What follows belongs to an exercise in optimizing a design on an open flow for small area; a production flow would make more cautious choices. In this exercise RTL edits were held to simulation tests only and were not proved equivalent to the original. No activity file was given, so power comes from the tool's default toggle rates.

==> flow/design.v (outline; a module is shown in full before it is edited, if it fits) <==
// module fmul: 2360 lines
// module fmul_fa: 4 lines
// module fmul_ha: 4 lines
module fmul (
    input  wire        clk,
    input  wire [31:0] a,
    input  wire [31:0] b,
    output reg  [31:0] s
);
  // ...
==> flow/flow/run.sh <==
#!/bin/bash
# Layout flow: the standard flow (standard.sh, with its unchanged
# synthesis) with these placement and clock-tree settings changed:
#  - every input and output port is buffered with buf_1 (buffer_ports
#    -buffer_cell); repair_design upsizes the ones that need more drive
#  - the buffers Yosys/ABC inserted are removed at floorplan
#    (REMOVE_ABC_BUFFERS), so repair_design re-buffers only where the layout
#    needs it
#  - the clock tree is built from clkbuf_8 without dummy loads (CTS_ARGS);
#    it stays a balanced tree from the clock port
# All make output goes to standard.log in the work folder; ORFS's per-step
# logs stay under orfs/logs.
set -euo pipefail
cd "$(dirname "$0")/.."
bash standard.sh \
  BUFFER_PORTS_ARGS="-buffer_cell sky130_fd_sc_hd__buf_1" \
  REMOVE_ABC_BUFFERS=1 \
  CTS_ARGS="-sink_clustering_enable -repair_clock_nets -buf_list sky130_fd_sc_hd__clkbuf_8 -dont_use_dummy_load" \
  finish > standard.log 2>&1
==> flow/standard.sh <==
#!/bin/bash
# synth_recipe.tcl (not shown) runs the flow's synth.tcl, then flattens the netlist and writes it again
# the make line also repeats each setting of config.mk as NAME=value (left out here)
make -C /OpenROAD-flow-scripts/flow DESIGN_CONFIG=/design/flow/config.mk WORK_HOME=/design/flow/orfs CLKGATE_MAP_FILE= SYNTH_SCRIPT=/design/flow/synth_recipe.tcl "${@:-finish}"
==> flow/config.mk <==
export PLATFORM = sky130hd
export DESIGN_NAME = fmul
export DESIGN_NICKNAME = fmul
export VERILOG_FILES = /design/flow/design.v
export SDC_FILE = /design/flow/constraint.sdc
export NUM_CORES = 4
export LEC_CHECK = 0
export CAP_MARGIN = 20
export CORE_MARGIN = 2
export CORE_UTILIZATION = 40
export GPL_TIMING_DRIVEN = 0
export SLEW_MARGIN = 20
export SYNTH_HIERARCHICAL = 1
==> flow/constraint.sdc <==
create_clock -name core_clock -period 18.0 [get_ports {clk}]
set_input_delay 3.6000 -clock core_clock [delete_from_list [all_inputs] [get_ports {clk}]]
set_output_delay 3.6000 -clock core_clock [all_outputs]
set_load 0.01 [all_outputs]
==> qor.yml, run 1 <==
whs_endpoint: "rsg$_DFF_P_"
status: "no timing/DRC/antenna violations"
cp_common_cell: "fa_1"
p_per_area_mw_per_mm2: 182
cts_sinks: 38
muxShareOfSynthArea_pct: 1.84
finalHoldViolations: 0
synth_cells: 1251
multi_input_area_share_pct: 84.2
routed_wl_um: 39200
clk-power_uw: 53.1
tap-cell-count: 442
crit_end: "rpn[24]$_DFF_P_"
vias: 9613
grt_start_max_net_pins: 26
synth_top_family_by_area: "adder cells"
cp_max_fo: 15
reg_top3: "rpn x26, re x9"
switching_share_pct: 49.9
core_sq_mm: 0.0325
critPathLaunchType: "input port"
final_common_cell: "nand2_1"
finalCoreUtilization_pct: 43.2
relSlewSlack_pct: 36.6
postRouteAntennaNets: 0
seq_power_uw: 216
dr_wl_met2_um: 18900
viasPerCell: 5.68
==> run 2: changes to the inputs <==
--- a/flow/design.v
+++ b/flow/design.v
@@ -1347,20 +1347,16 @@
   wire s1340;
   wire c1341;
   wire s1342;
   wire c1343;
   wire s1344;
   wire c1345;
   wire s1346;
   wire c1347;
-  wire s1348;
-  wire c1349;
-  wire s1350;
-  wire c1351;
   assign q1 = ~(a[10] & b[10]);
   assign q2 = ~(a[10] & b[11]);
   assign q3 = ~(a[10] & b[12]);
   assign q4 = ~(a[10] & b[13]);
   assign q5 = ~(a[10] & b[14]);
   assign q6 = ~(a[10] & b[15]);
   assign q7 = ~(a[10] & b[16]);
   assign q8 = ~(a[10] & b[17]);
@@ -2272,19 +2268,17 @@
   fmul_fa u1333 (.a(l190), .b(l191), .ci(q156), .s(s1332), .co(c1333));
   fmul_fa u1335 (.a(q168), .b(c1323), .ci(s1332), .s(s1334), .co(c1335));
   fmul_fa u1337 (.a(c1325), .b(s1334), .ci(c1327), .s(s1336), .co(c1337));
   fmul_fa u1339 (.a(s1336), .b(c1329), .ci(c1331), .s(s1338), .co(c1339));
   fmul_fa u1341 (.a(l192), .b(l193), .ci(q169), .s(s1340), .co(c1341));
   fmul_fa u1343 (.a(c1333), .b(s1340), .ci(c1335), .s(s1342), .co(c1343));
   fmul_fa u1345 (.a(s1342), .b(c1337), .ci(c1339), .s(s1344), .co(c1345));
   fmul_fa u1347 (.a(l194), .b(l195), .ci(c1341), .s(s1346), .co(c1347));
-  fmul_fa u1349 (.a(s1346), .b(c1343), .ci(c1345), .s(s1348), .co(c1349));
-  fmul_ha u1351 (.a(c1347), .b(c1349), .s(s1350), .co(c1351));
-  wire [27:0] pn;
+  wire [24:0] pn;
   assign pn[0] = s674;
   assign pn[1] = s714;
   assign pn[2] = s756;
   assign pn[3] = s800;
   assign pn[4] = s844;
   assign pn[5] = s888;
   assign pn[6] = s930;
   assign pn[7] = s970;
@@ -2300,46 +2294,55 @@
   assign pn[17] = s1260;
   assign pn[18] = s1278;
   assign pn[19] = s1294;
   assign pn[20] = s1308;
   assign pn[21] = s1320;
   assign pn[22] = s1330;
   assign pn[23] = s1338;
   assign pn[24] = s1344;
-  assign pn[25] = s1348;
-  assign pn[26] = s1350;
-  assign pn[27] = c1351;
+  wire [2:0] csv = {c1347, s1346, c1343};
+  wire        csc = c1345;
   wire [7:0]  ea  = a[30:23];
   wire [7:0]  eb  = b[30:23];
   wire ea_max = &ea;
   wire eb_max = &eb;
   wire ea_z   = ~|ea;
   wire eb_z   = ~|eb;
   wire nan    = (ea_max & (|a[22:0])) | (eb_max & (|b[22:0])) |
                 (ea_max & eb_z) | (ea_z & eb_max);
   wire inf    = ea_max | eb_max;
   wire zer    = ea_z | eb_z;
   wire [8:0]  es  = {1'b0, ea} + {1'b0, eb} + 9'd1;
   wire [8:0]  ef  = zer ? 9'd0 : (inf ? 9'd400 : es);
-  reg  [25:0] rpn;    
+  reg  [22:0] rpn;    
+  reg  [2:0] rcv;    
+  reg         rcc;
   reg         rst;    
   reg  [8:0]  re;
   reg         rsg, rnan;
   always @(posedge clk) begin
-    rpn  <= pn[27:2];
+    rpn  <= pn[24:2];
+    rcv  <= csv;
+    rcc  <= csc;
     rst  <= ~(pn[1] & pn[0]);
     re   <= ef;
     rsg  <= (a[31] ^ b[31]) & ~nan;
     rnan <= nan;
   end
-  wire        p27 = ~rpn[25];
-  wire [22:0] fr  = ~(p27 ? rpn[24:2] : rpn[23:1]);
-  wire        g   = ~(p27 ? rpn[1] : rpn[0]);
-  wire        st  = rst | (p27 & ~rpn[0]);
+  wire [3:0] ptt = ((4'd1 << 0) & {4{~rcv[0]}}) +
+      ((4'd1 << 0) & {4{~rcv[1]}}) +
+      ((4'd1 << 1) & {4{~rcv[2]}}) +
+      {3'd0, ~rcc} +
+      4'd2;
+  wire [25:0] rpf = {~ptt[2:0], rpn};    
+  wire        p27 = ~rpf[25];
+  wire [22:0] fr  = ~(p27 ? rpf[24:2] : rpf[23:1]);
+  wire        g   = ~(p27 ? rpf[1] : rpf[0]);
+  wire        st  = rst | (p27 & ~rpf[0]);
   wire        rup = g & (fr[0] | st);
   wire [23:0] fi;
   wire [23:0] ic;
   assign ic[0] = rup;
   genvar k;
   generate for (k = 0; k < 23; k = k + 1) begin : inc
     fmul_ha h (.a(fr[k]), .b(ic[k]), .s(fi[k]), .co(ic[k+1]));
   end endgenerate
==> run 2 against run 1 <==
Final area fell by 1.2%. Critical path depth rose by 1. Non-clock buffer count did not move. Hold slack got worse by 0.019 ns. First-iteration DRC count fell by 11%. Fmax barely moved. Utilization fell by 0.61 points. Clock power rose by 4.1%. Critical endpoint is now rpn[22]$_DFF_P_. Largest power group unchanged.
==> qor.yml, run 2 <==
peakVddDrop_mv: 0.218
startpoint: "b[12]"
cap_viol_max_count: 0
drive_above_1_share_pct: 5.28
worstSetupPathType: "in2reg"
ys_seq_elements: 39
cts_sinks: 39  # +2.6%
routed_wl_um: 39300  # +0.21%
final_cell_mix: "nand2_1 (438), fa_1 (429), inv_1 (57), buf_1 (56), ha_1 (40)"
root_buffer: "clkbuf_8"
status: "no timing/DRC/antenna violations"
ys.flop_type: "dfxtp_1"
dp_hpwl_um: 27500
p_per_area_mw_per_mm2: 184  # +0.94%
finalHoldViolations: 0  # unchanged
h-tree-depth: 2
period_share_pct: 97.7
synth_top_cell_by_area: "fa_1"
fmaxAchievable_mhz: 56.9
finalCoreUtilization_pct: 42.6  # -0.61 points
numPortBuffers: 96
setup_violations: 0
synth.most_common_cell: "nand2_1"
worst_pin_slew_ns: 1.21
rows: 66
viasPerCell: 5.61  # -1.3%
cp_slowest_cell: "fa_1"
clkTransAtPathRegs_ns: 0.08
gp_congestion: 0.850
grt_pass1_vias: 10800
finalNetCount: 1787
final_common_cell: "nand2_1"
syn_area_sq_mm: 0.0132
antenna_found_initial: 1
critPathMaxStageDelay_ns: 0.46
grt_start_max_net_pins: 26  # unchanged
die_area_sq_mm: 0.0345
postRouteAntennaNets: 0  # unchanged
numCtsBuffers: 5
placedInstanceArea_sq_mm: 0.0138
drv_slew: 0
p_leak_uw: 0.00515
hold_path_class: "in2reg"
netlist.area_leader.share_pct: 65.1
reg_top3: "rpn x23, re x9, rcv x3"
cp.required_ns: 18.18
layout_setup_ws_ns: 0.420
cts_tree: "done"
die_h_um: 186
synth_edf_count: 0
hold_buffers: 0
overflow: 0
die_w_um: 186
largest_reg_flops: 23
cp_common_cell: "fa_1"
final_cell_area_sq_mm: 0.0139
synth_commonest_cells: "nand2_1 (438), fa_1 (429), clkbuf_1 (98), inv_1 (57), ha_1 (41)"
fill_cells: 3168
synth-seq-area-share_pct: 5.92
cp-end-kind: "flip-flop"
start_util_pct: 40.5
rsz0062_at_grt: "false"
hold_path_startpoint: "a[31]"
ys_types: 42
wire_per_inst_um: 23.2
synthToLayoutAreaGrowth_pct: 5.08
cp_max_fo: 25  # +10
drc: 0
synth_cells: 1252  # +0.080%
synth.area.top_cells: "fa_1 (65%), nand2_1 (12%), dfxtp_1 (5.9%), ha_1 (3.9%), clkbuf_1 (2.8%)"
synth-async-reset-ratio_pct: 0
worstPathArrival_ns: 17.76
layout_min_cycle_time_ns: 17.58
relSlewSlack_pct: 19.5  # -17 points
critPathLaunchType: "input port"
pre_cts_ws_ns: -0.345
grt_usage_pct: 24.1
clockBufferDepth: 2
grt_pass1_wl_um: 61500
fin_setup_tns_ns: 0
vias: 9496  # -1.2%
top_register: "rpn"
syn_avg_cell_area_sq_um: 10.5
core_sq_mm: 0.0325  # +0.25%
dr.pass1.iters: 7
drt_iter0_markers: 667
pin_count: 97
synth_warnings: 7
run 2: cell count changes in the layout (fill, tap and decap cells not counted), sizes merged:
| cell | change |
|---|---|
| dfxtp | +1 |
| clkdlybuf4s15 | -6 |
| and2b | +2 |
| diode | +1 |
| buf | -4 |
| nor2b | -2 |
| clkbuf | +10 |
run 2: modules after synthesis, one instance, submodules excluded:
module	area [sq um]	copies in the design
fmul_fa	20.0	427
fmul_ha	12.5	31
fmul	4260	1
run 2: critical path: cells and delay by family:
kind                       cells  cell delay (ns)
and+or+nand+nor                1             0.14
buffers and inverters          3             0.52
adders and majority gates     34            13.43
run 2: layout make-up:
type / instances / area (sq um) / share of cell area [%]
multi-input combinational: 1052 / 11800 / 85.1
sequential: 39 / 781 / 5.63
tap: 442 / 553 / 3.99
timing repair buffer: 97 / 440 / 3.18
inverter: 57 / 214 / 1.54
clock buffer: 5 / 68.8 / 0.496
antenna: 1 / 2.50 / 0.0181
run 2: report_power, final:
group | internal, uW | switching (uW) | total (uW)
sequential | 189 | 17.4 | 207
combinational | 1050 | 1240 | 2280
clock | 25.0 | 30.2 | 55.3
run 2: through the flow:
step	hold WS, ns	instances	power (uW)
floorplan	3.74	1148	1740
global placement	3.86	1686	2510
detailed placement	3.87	1687	2560
CTS	3.57	1692	2610
global route	3.58	1692	2860
finish	3.56	1693	2550
run 2: cells by family after synthesis:
group / Yosys count / synth area share (%)
simple gates: 505 / 15.7
xor+xnor: 1 / 0.0664
mux: 24 / 1.83
compound gates: 52 / 2.85
buf+inv: 161 / 4.65
flops: 39 / 5.92
fa+ha+maj: 470 / 69.0
run 2: worst paths after layout:
check / slack, ns / end / cells past startpoint
setup / recovery: 0.42 / rpn[22]$_DFF_P_ / 38
hold / removal: 3.56 / rsg$_DFF_P_ / 3
run 2: per-layer routing:
metal	share of wire, %	up-vias	global-route usage (%)
met3	9.3	87	4.95
met2	48	525	39.4
met5	0	-	0
li1	-	3806	-
met1	39	5078	32.2
met4	3.4	0	8.31
run 2: repair_timing:
| item | 4_1_cts | 5_1_grt |
|---|---|---|
| setup endpoints to repair | 1 | 2 |
| gates resized for setup | 6 | 25 |
| setup buffers | 0 | 0 |
| gates cloned | 0 | 0 |
==> run 3: changes to the inputs <==
--- a/flow/flow/run.sh
+++ b/flow/flow/run.sh
@@ -6,6 +6,9 @@
 #  - the buffers Yosys/ABC inserted are removed at floorplan
 #    (REMOVE_ABC_BUFFERS), so repair_design re-buffers only where the layout
 #    needs it
+#  - after floorplan, flow/downsize.tcl sets the combinational cells that
+#    ABC mapped at a higher drive strength back to their smallest variant;
+#    the later repair steps upsize where needed
 #  - the clock tree is built from clkbuf_8 without dummy loads (CTS_ARGS);
 #    it stays a balanced tree from the clock port
 # All make output goes to standard.log in the work folder; ORFS's per-step
@@ -15,5 +18,6 @@
 bash standard.sh \
   BUFFER_PORTS_ARGS="-buffer_cell sky130_fd_sc_hd__buf_1" \
   REMOVE_ABC_BUFFERS=1 \
+  POST_FLOORPLAN_TCL="$(pwd)/flow/downsize.tcl" \
   CTS_ARGS="-sink_clustering_enable -repair_clock_nets -buf_list sky130_fd_sc_hd__clkbuf_8 -dont_use_dummy_load" \
   finish > standard.log 2>&1
==> flow/flow/downsize.tcl (new file) <==
# Set every combinational cell that synthesis mapped at a higher drive
# strength back to its smallest variant; later repair steps upsize again
# where timing, slew or capacitance need it. Flip-flops, buffers and
# inverters are left alone.
set db [ord::get_db]
set block [ord::get_db_block]
set n 0
foreach inst [$block getInsts] {
  set m [[$inst getMaster] getName]
  if {[regexp {^(sky130_fd_sc_hd__[a-z0-9]+)_([0-9]+)$} $m -> base drv]} {
    if {$drv <= 1} continue
    if {[regexp {df|dl|buf|inv|conb|tap|fill|decap|diode} $base]} continue
    foreach d {1 0} {
      set new [$db findMaster ${base}_$d]
      if {$new != "NULL"} { $inst swapMaster $new; incr n; break }
    }
  }
}
puts "downsize: $n cells set to their smallest drive strength"
==> run 3 against run 2 <==
Via count grew 0.29%. First-iteration DRC count is 23% higher. Synthesized cell count unchanged. Critical path type unchanged. Critical endpoint unchanged. Largest power group unchanged.
==> qor.yml, run 3 <==
synth_top_cell_by_area: "fa_1"
n_antenna_cell: 0  # -1
pwr-share-clk_pct: 2.2  # about the same
synthAdderAreaFrac_pct: 69.0  # unchanged
drc: 0  # unchanged
cp-end-kind: "flip-flop"
synth_warnings: 7  # unchanged
setup_violations: 0  # unchanged
drt_iter0_markers: 820  # +23%
synthToLayoutAreaGrowth_pct: 4.71
peakVddDrop_mv: 0.182  # -16%
clockBufferDepth: 2  # unchanged
internal-power_uw: 1220  # -3.1%
seqCellArea_sq_um: 781  # unchanged
grt_usage_pct: 24.1  # about the same
rsz0062_at_grt: "false"
die_w_um: 186  # unchanged
pre_cts_ws_ns: -0.388  # -0.0424 ns
synth_commonest_cells: "nand2_1 (438), fa_1 (429), clkbuf_1 (98), inv_1 (57), ha_1 (41)"
top_register: "rpn"
worstPathArrival_ns: 17.77  # about the same
ys_types: 42  # unchanged
drv_slew: 0  # unchanged
worstSetupPathType: "in2reg"
core_sq_mm: 0.0325  # unchanged
die_h_um: 186  # unchanged
muxShareOfSynthArea_pct: 1.83  # unchanged
status: "no timing/DRC/antenna violations"
die_area_sq_mm: 0.0345  # unchanged
vias: 9524  # +0.29%
layout_min_cycle_time_ns: 17.60  # +0.0198 ns
netlist.area_leader.share_pct: 65.1  # unchanged
synth_cells: 1252  # unchanged
cp.required_ns: 18.17  # about the same
synth_xor_xnor_area_share_pct: 0.0664  # unchanged
hold_path_class: "in2reg"
synthSimpleGateAreaFrac_pct: 15.7  # unchanged
numPortBuffers: 96  # unchanged
drive_above_1_share_pct: 4.00  # -1.3 points
cts_tree: "done"
synth_top_family_by_area: "adder cells"
dp_hpwl_um: 27700  # +0.61%
ys.flop_type: "dfxtp_1"
grt_pass1_wl_um: 61800  # +0.53%
viasPerCell: 5.63  # +0.29%
reg_top3: "rpn x23, re x9, rcv x3"
gp_congestion: 0.844  # -0.66%
rows: 66  # unchanged
p_leak_uw: 0.00514  # -0.10%
grt_start_max_net_pins: 26  # unchanged
fill_cells: 3175  # +0.22%
critPathLaunchType: "input port"
finalHoldViolations: 0  # unchanged
fmaxAchievable_mhz: 56.8  # -0.11%
crit_family: "adder cells"
h-tree-depth: 2  # unchanged
overflow: 0  # unchanged
final_common_cell: "nand2_1"
relSlewSlack_pct: 19.8  # +0.33 points
cap_viol_max_count: 0  # unchanged
period_share_pct: 97.8  # +0.11 points
p_per_area_mw_per_mm2: 177  # -3.7%
cp_max_fo: 23  # -8.0%
pwr-share-comb_pct: 89.3  # -0.4 points
pin_count: 97  # unchanged
syn_avg_cell_area_sq_um: 10.5  # unchanged
synth.area.top_cells: "fa_1 (65%), nand2_1 (12%), dfxtp_1 (5.9%), ha_1 (3.9%), clkbuf_1 (2.8%)"
routed_wl_um: 39300  # about the same
synth-seq-area-share_pct: 5.92  # unchanged
largest_reg_flops: 23  # unchanged
final_cell_mix: "nand2_1 (438), fa_1 (429), inv_1 (57), buf_1 (55), ha_1 (40)"
numCtsBuffers: 5  # unchanged
dr.pass1.iters: 6  # -1
cp_common_cell: "fa_1"
postRouteAntennaNets: 0  # unchanged
clkTransAtPathRegs_ns: 0.07  # about the same
grt_pass1_vias: 10800  # -0.72%
ys_seq_elements: 39  # unchanged
root_buffer: "clkbuf_8"
antenna_found_initial: 0  # -1
finalNetCount: 1788  # +0.056%
worst-path-buf-inv: 3  # unchanged
start_util_pct: 40.5  # unchanged
layout_setup_ws_ns: 0.400  # -0.0198 ns
cts_sinks: 39  # unchanged
synth-async-reset-ratio_pct: 0  # unchanged
switching_share_pct: 49.9  # -0.50 points
finalCoreUtilization_pct: 42.5  # -0.15 points
synth-compound-area-share_pct: 2.85  # unchanged
synth_edf_count: 0  # unchanged
synth.most_common_cell: "nand2_1"
critPathMaxStageDelay_ns: 0.51  # +0.05 ns
p_sw_uw: 1220  # -5.0%
worst_pin_slew_ns: 1.20  # -0.00489 ns
hold_buffers: 0  # unchanged
syn_area_sq_mm: 0.0132  # unchanged
multi_input_area_sq_mm: 0.0117  # -0.59%
seqPwrFrac_pct: 8.5  # +0.4 points
cp_slowest_cell: "fa_1"
wire_per_inst_um: 23.2  # about the same
[run 3: cell counts after synthesis]
No cell type changed its count.
[run 3: per-layer routing]
metal  wire [um]  global-route usage [%]  vias to the layer above
li1            -                       -                     3801
met1       15300                    32.5                     5098
met2       19000                    40.5                      556
met3        4070                    4.52                       69
met4        1000                    6.05                        0
met5           0                       0                        -
[run 3: final timing paths]
check	startpoint	cells after the start	slack (ns)	end
worst min-delay path	a[31]	3	3.56	rsg$_DFF_P_
worst max-delay path	b[10]	38	0.40	rpn[22]$_DFF_P_
[run 3: metrics by stage]
| stage | hold slack (ns) | total power [uW] | setup TNS [ns] | cells | area [sq um] |
|---|---|---|---|---|---|
| detailed placement | 3.86 | 2460 | -0.727 | 1688 | 13700 |
| global route | 3.62 | 2820 | 0 | 1693 | 13800 |
| finish | 3.56 | 2440 | 0 | 1693 | 13800 |
| global placement | 3.86 | 2440 | -2.42 | 1686 | 13600 |
| floorplan | 3.74 | 1740 | 0 | 1148 | 12800 |
| CTS | 3.55 | 2520 | 0 | 1693 | 13800 |
[run 3: cells by family (layout without fill, tap and decap cells)]
logic type      after synthesis  count (layout)
buf+inv                     161             160
mux                          24              24
xor+xnor                      1               1
fa+ha+maj                   470             470
flops                        39              39
simple gates                505             505
compound gates               52              52
[run 3: timing repair]
action                     4_1_cts  5_1_grt
gates resized for setup          4       29
setup endpoints to repair        2        2
buffers inserted                 0        0
gates cloned                     0        0
[run 3: layout make-up]
cell class / instances / share of cell area, %
Sequential cell: 39 / 5.65
Multi-Input combinational cell: 1052 / 84.9
Timing Repair Buffer: 98 / 3.36
Inverter: 57 / 1.55
Clock buffer: 5 / 0.498
Tap cell: 442 / 4.00
[run 3: tightest hold or removal path, stage by stage]
cell and delay (ns):
buf_1 0.08, xnor2_1 0.06, nor2_1 0.07
[run 3: power by group through the flow]
stage          clock, uW  sequential (uW)  combinational, uW
2_1_floorplan          0              203               1540
3_3_place_gp           0              208               2230
3_5_place_dp           0              209               2250
4_1_cts             56.6              207               2260
5_1_grt             60.0              211               2550
6_report            53.8              207               2180
[run 3: per-module statistics from Yosys (local to each module, per instance)]
module	flops+latches	cells	cell area, sq um
fmul_ha	0	1	12.5
fmul_fa	0	1	20.0
fmul	39	794	4260
==> run 4: changes to the inputs <==
--- a/flow/config.mk
+++ b/flow/config.mk
@@ -9,5 +9,6 @@
 export CORE_MARGIN = 2
 export CORE_UTILIZATION = 40
 export GPL_TIMING_DRIVEN = 0
+export PLACE_DENSITY = 0.75
 export SLEW_MARGIN = 20
 export SYNTH_HIERARCHICAL = 1
==> run 4 against run 3 <==
Wire length shrank 4.1%. Highest routed layer unchanged. Sequential power barely moved. Critical path type unchanged. Flip-flop and latch count stayed put.
==> qor.yml, run 4 <==
post_cts_buffers: 0  # unchanged
drc: 0  # unchanged
h-tree-depth: 2  # unchanged
critPathLaunchType: "input port"
ys.flop_type: "dfxtp_1"
largest_reg_flops: 23  # unchanged
fmaxAchievable_mhz: 56.7  # -0.22%
die_h_um: 186  # unchanged
postRouteAntennaNets: 0  # unchanged
numPortBuffers: 96  # unchanged
wire_per_inst_um: 22.3  # -4.1%
synth.most_common_cell: "nand2_1"
synth-async-reset-ratio_pct: 0  # unchanged
antenna_found_initial: 0  # unchanged
grt_pass1_wl_um: 59800  # -3.3%
reg_top3: "rpn x23, re x9, rcv x3"
synth.area.top_cells: "fa_1 (65%), nand2_1 (12%), dfxtp_1 (5.9%), ha_1 (3.9%), clkbuf_1 (2.8%)"
core_sq_mm: 0.0325  # unchanged
final_cell_area_sq_mm: 0.0138  # -0.11%
synthToLayoutAreaGrowth_pct: 4.60
synth-seq-area-share_pct: 5.92  # unchanged
p_per_area_mw_per_mm2: 180  # +1.9%
pwr-share-comb_pct: 89.5  # +0.2 points
cap_viol_max_count: 0  # unchanged
cts_sinks: 39  # unchanged
drive_above_1_share_pct: 3.76  # -0.24 points
cp_common_cell: "fa_1"
cp-end-kind: "flip-flop"
synth_cells: 1252  # unchanged
seqPwrFrac_pct: 8.3  # -0.2 points
rsz0062_at_grt: "false"
hold_path_class: "in2reg"
pwr-share-clk_pct: 2.2  # about the same
grt_pass1_vias: 11100  # +3.5%
cts_resized: 0  # -4
finalNetCount: 1788  # unchanged
die_area_sq_mm: 0.0345  # unchanged
ys_types: 42  # unchanged
gp_congestion: 0.868  # +2.8%
die_w_um: 186  # unchanged
worst_pin_slew_ns: 1.20  # +0.00164 ns
final_common_cell: "nand2_1"
cp.required_ns: 18.18  # about the same
syn_area_sq_mm: 0.0132  # unchanged
clkTransAtPathRegs_ns: 0.08  # about the same
p_leak_uw: 0.00513  # -0.25%
rows: 66  # unchanged
synth_commonest_cells: "nand2_1 (438), fa_1 (429), clkbuf_1 (98), inv_1 (57), ha_1 (41)"
status: "no timing/DRC/antenna violations"
numCtsBuffers: 5  # unchanged
synth_edf_count: 0  # unchanged
final_cell_mix: "nand2_1 (438), fa_1 (429), buf_1 (58), inv_1 (57), ha_1 (40)"
top_register: "rpn"
netlist.area_leader.share_pct: 65.1  # unchanged
dp_hpwl_um: 27000  # -2.4%
cp_max_fo: 13  # -43%
setup_violations: 0  # unchanged
grt_usage_pct: 23.0  # -1.1 points
synth_warnings: 7  # unchanged
syn_avg_cell_area_sq_um: 10.5  # unchanged
synth_top_cell_by_area: "fa_1"
relSlewSlack_pct: 19.7  # -0.11 points
grt_start_max_net_pins: 26  # unchanged
layout_min_cycle_time_ns: 17.64  # +0.0396 ns
routed_wl_um: 37700  # -4.1%
vias: 9774  # +2.6%
peakVddDrop_mv: 0.166  # -8.9%
start_util_pct: 40.5  # unchanged
p_sw_uw: 1240  # +1.8%
viasPerCell: 5.77  # +2.6%
pin_count: 97  # unchanged
finalHoldViolations: 0  # unchanged
ys_seq_elements: 39  # unchanged
worst-path-buf-inv: 3  # unchanged
period_share_pct: 98.0  # +0.22 points
placedInstanceArea_sq_mm: 0.0137  # -0.16%
drv_slew: 0  # unchanged
internal-power_uw: 1250  # +1.9%
hold_buffers: 0  # unchanged
root_buffer: "clkbuf_8"
n_antenna_cell: 0  # unchanged
cp_slowest_cell: "buf_1"
dr.pass1.iters: 5  # -1
fin_setup_tns_ns: 0  # unchanged
clockBufferDepth: 2  # unchanged
overflow: 0  # unchanged
crit_family: "adder cells"
drt_iter0_markers: 756  # -7.8%
critPathMaxStageDelay_ns: 0.48  # -0.03 ns
worstPathArrival_ns: 17.82  # +0.05 ns
cts_tree: "done"
switching_share_pct: 49.9  # about the same
worstSetupPathType: "in2reg"
[run 4: layer usage]
metal / part of all wire [%] / global-route usage [%]
met1: 36 / 28.8
met2: 48 / 37.8
met3: 13 / 7.16
met4: 3.6 / 7.97
met5: 0 / 0
[run 4: per-module statistics from Yosys, one instance, submodules excluded]
module	flip-flops and latches	cells inside	area, sq um
fmul	39	794	4260
fmul_fa	0	1	20.0
fmul_ha	0	1	12.5
[run 4: power groups by stage]
stage,sequential (uW),combinational (uW),clock [uW]
after floorplan,203,1540,0
after global placement,208,2180,0
after detailed placement,208,2280,0
after CTS,207,2280,57.1
after global routing,211,2540,59.8
final,206,2230,54.3
[run 4: final timing paths]
kind	slack (ns)	end	from	depth (start not counted)
worst max-delay path	0.36	rpn[22]$_DFF_P_	a[0]	38
worst min-delay path	3.57	rsg$_DFF_P_	a[31]	3
[run 4: area by class of cell]
cell class / instances / area [sq um]
multi-input combinational: 1052 / 11700
clock buffer: 5 / 68.8
timing repair buffer: 98 / 449
sequential: 39 / 781
tap: 442 / 553
fill: 3099 / 18700
inverter: 57 / 214
[run 4: cell families (layout without fill, tap and decap cells)]
| logic type | after synthesis | count (layout) | synth area share [%] |
|---|---|---|---|
| xor gates and xnor gates | 1 | 1 | 0.0664 |
| and+or+nand+nor | 505 | 505 | 15.7 |
| AOI/OAI and AO/OA | 52 | 52 | 2.85 |
| buffers and inverters | 161 | 160 | 4.65 |
| muxes | 24 | 24 | 1.83 |
| DFF | 39 | 39 | 5.92 |
| adders and majority gates | 470 | 470 | 69.0 |
[run 4: stage by stage]
step | setup WS (ns) | util, % | std cells | hold WS [ns] | power [uW]
5_1_grt | 0.0299 | 42.4 | 1693 | 3.61 | 2810
3_5_place_dp | -0.319 | 42.1 | 1687 | 3.87 | 2480
2_1_floorplan | 1.20 | - | 1148 | 3.74 | 1740
4_1_cts | 0.00420 | 42.3 | 1692 | 3.56 | 2540
6_report | 0.361 | 42.4 | 1693 | 3.57 | 2490
3_3_place_gp | -0.718 | 41.9 | 1686 | 3.86 | 2390

==> what the ideal ports hide <==
No port has a modelled driver above. Below, the same layouts with a new extraction and two added sets of constraints.
Step 1 (the two cells are an assumption about what drives the block):
set clk [get_ports {clk}]
set_driving_cell -lib_cell sky130_fd_sc_hd__clkbuf_16 $clk
set_driving_cell -lib_cell sky130_fd_sc_hd__buf_2 [delete_from_list [all_inputs] $clk]
Step 2 times the ports against the registers' clock, not the clock port: input delays grow and output delays shrink by t, the midpoint of the rising clock arrivals with the driver on.
Three values: no drivers, after step 1, after step 2; two values: the first two.
run	t, ns	slack for setup (ns)	worst setup path at the end	cell pins on the clock port's net
run 1	0.322	0.412 / 0.388 / 0.067	input to register	1
run 2	0.318	0.420 / 0.419 / 0.102	input to register	1
run 3	0.320	0.400 / 0.404 / 0.084	input to register	1
run 4	0.321	0.361 / 0.355 / 0.035	input to register	1
After both steps setup and hold are still met in every run listed. For run 1, which loses most, drivers alone change the setup slack by -0.024 ns; drivers and shift together by -0.345 ns.
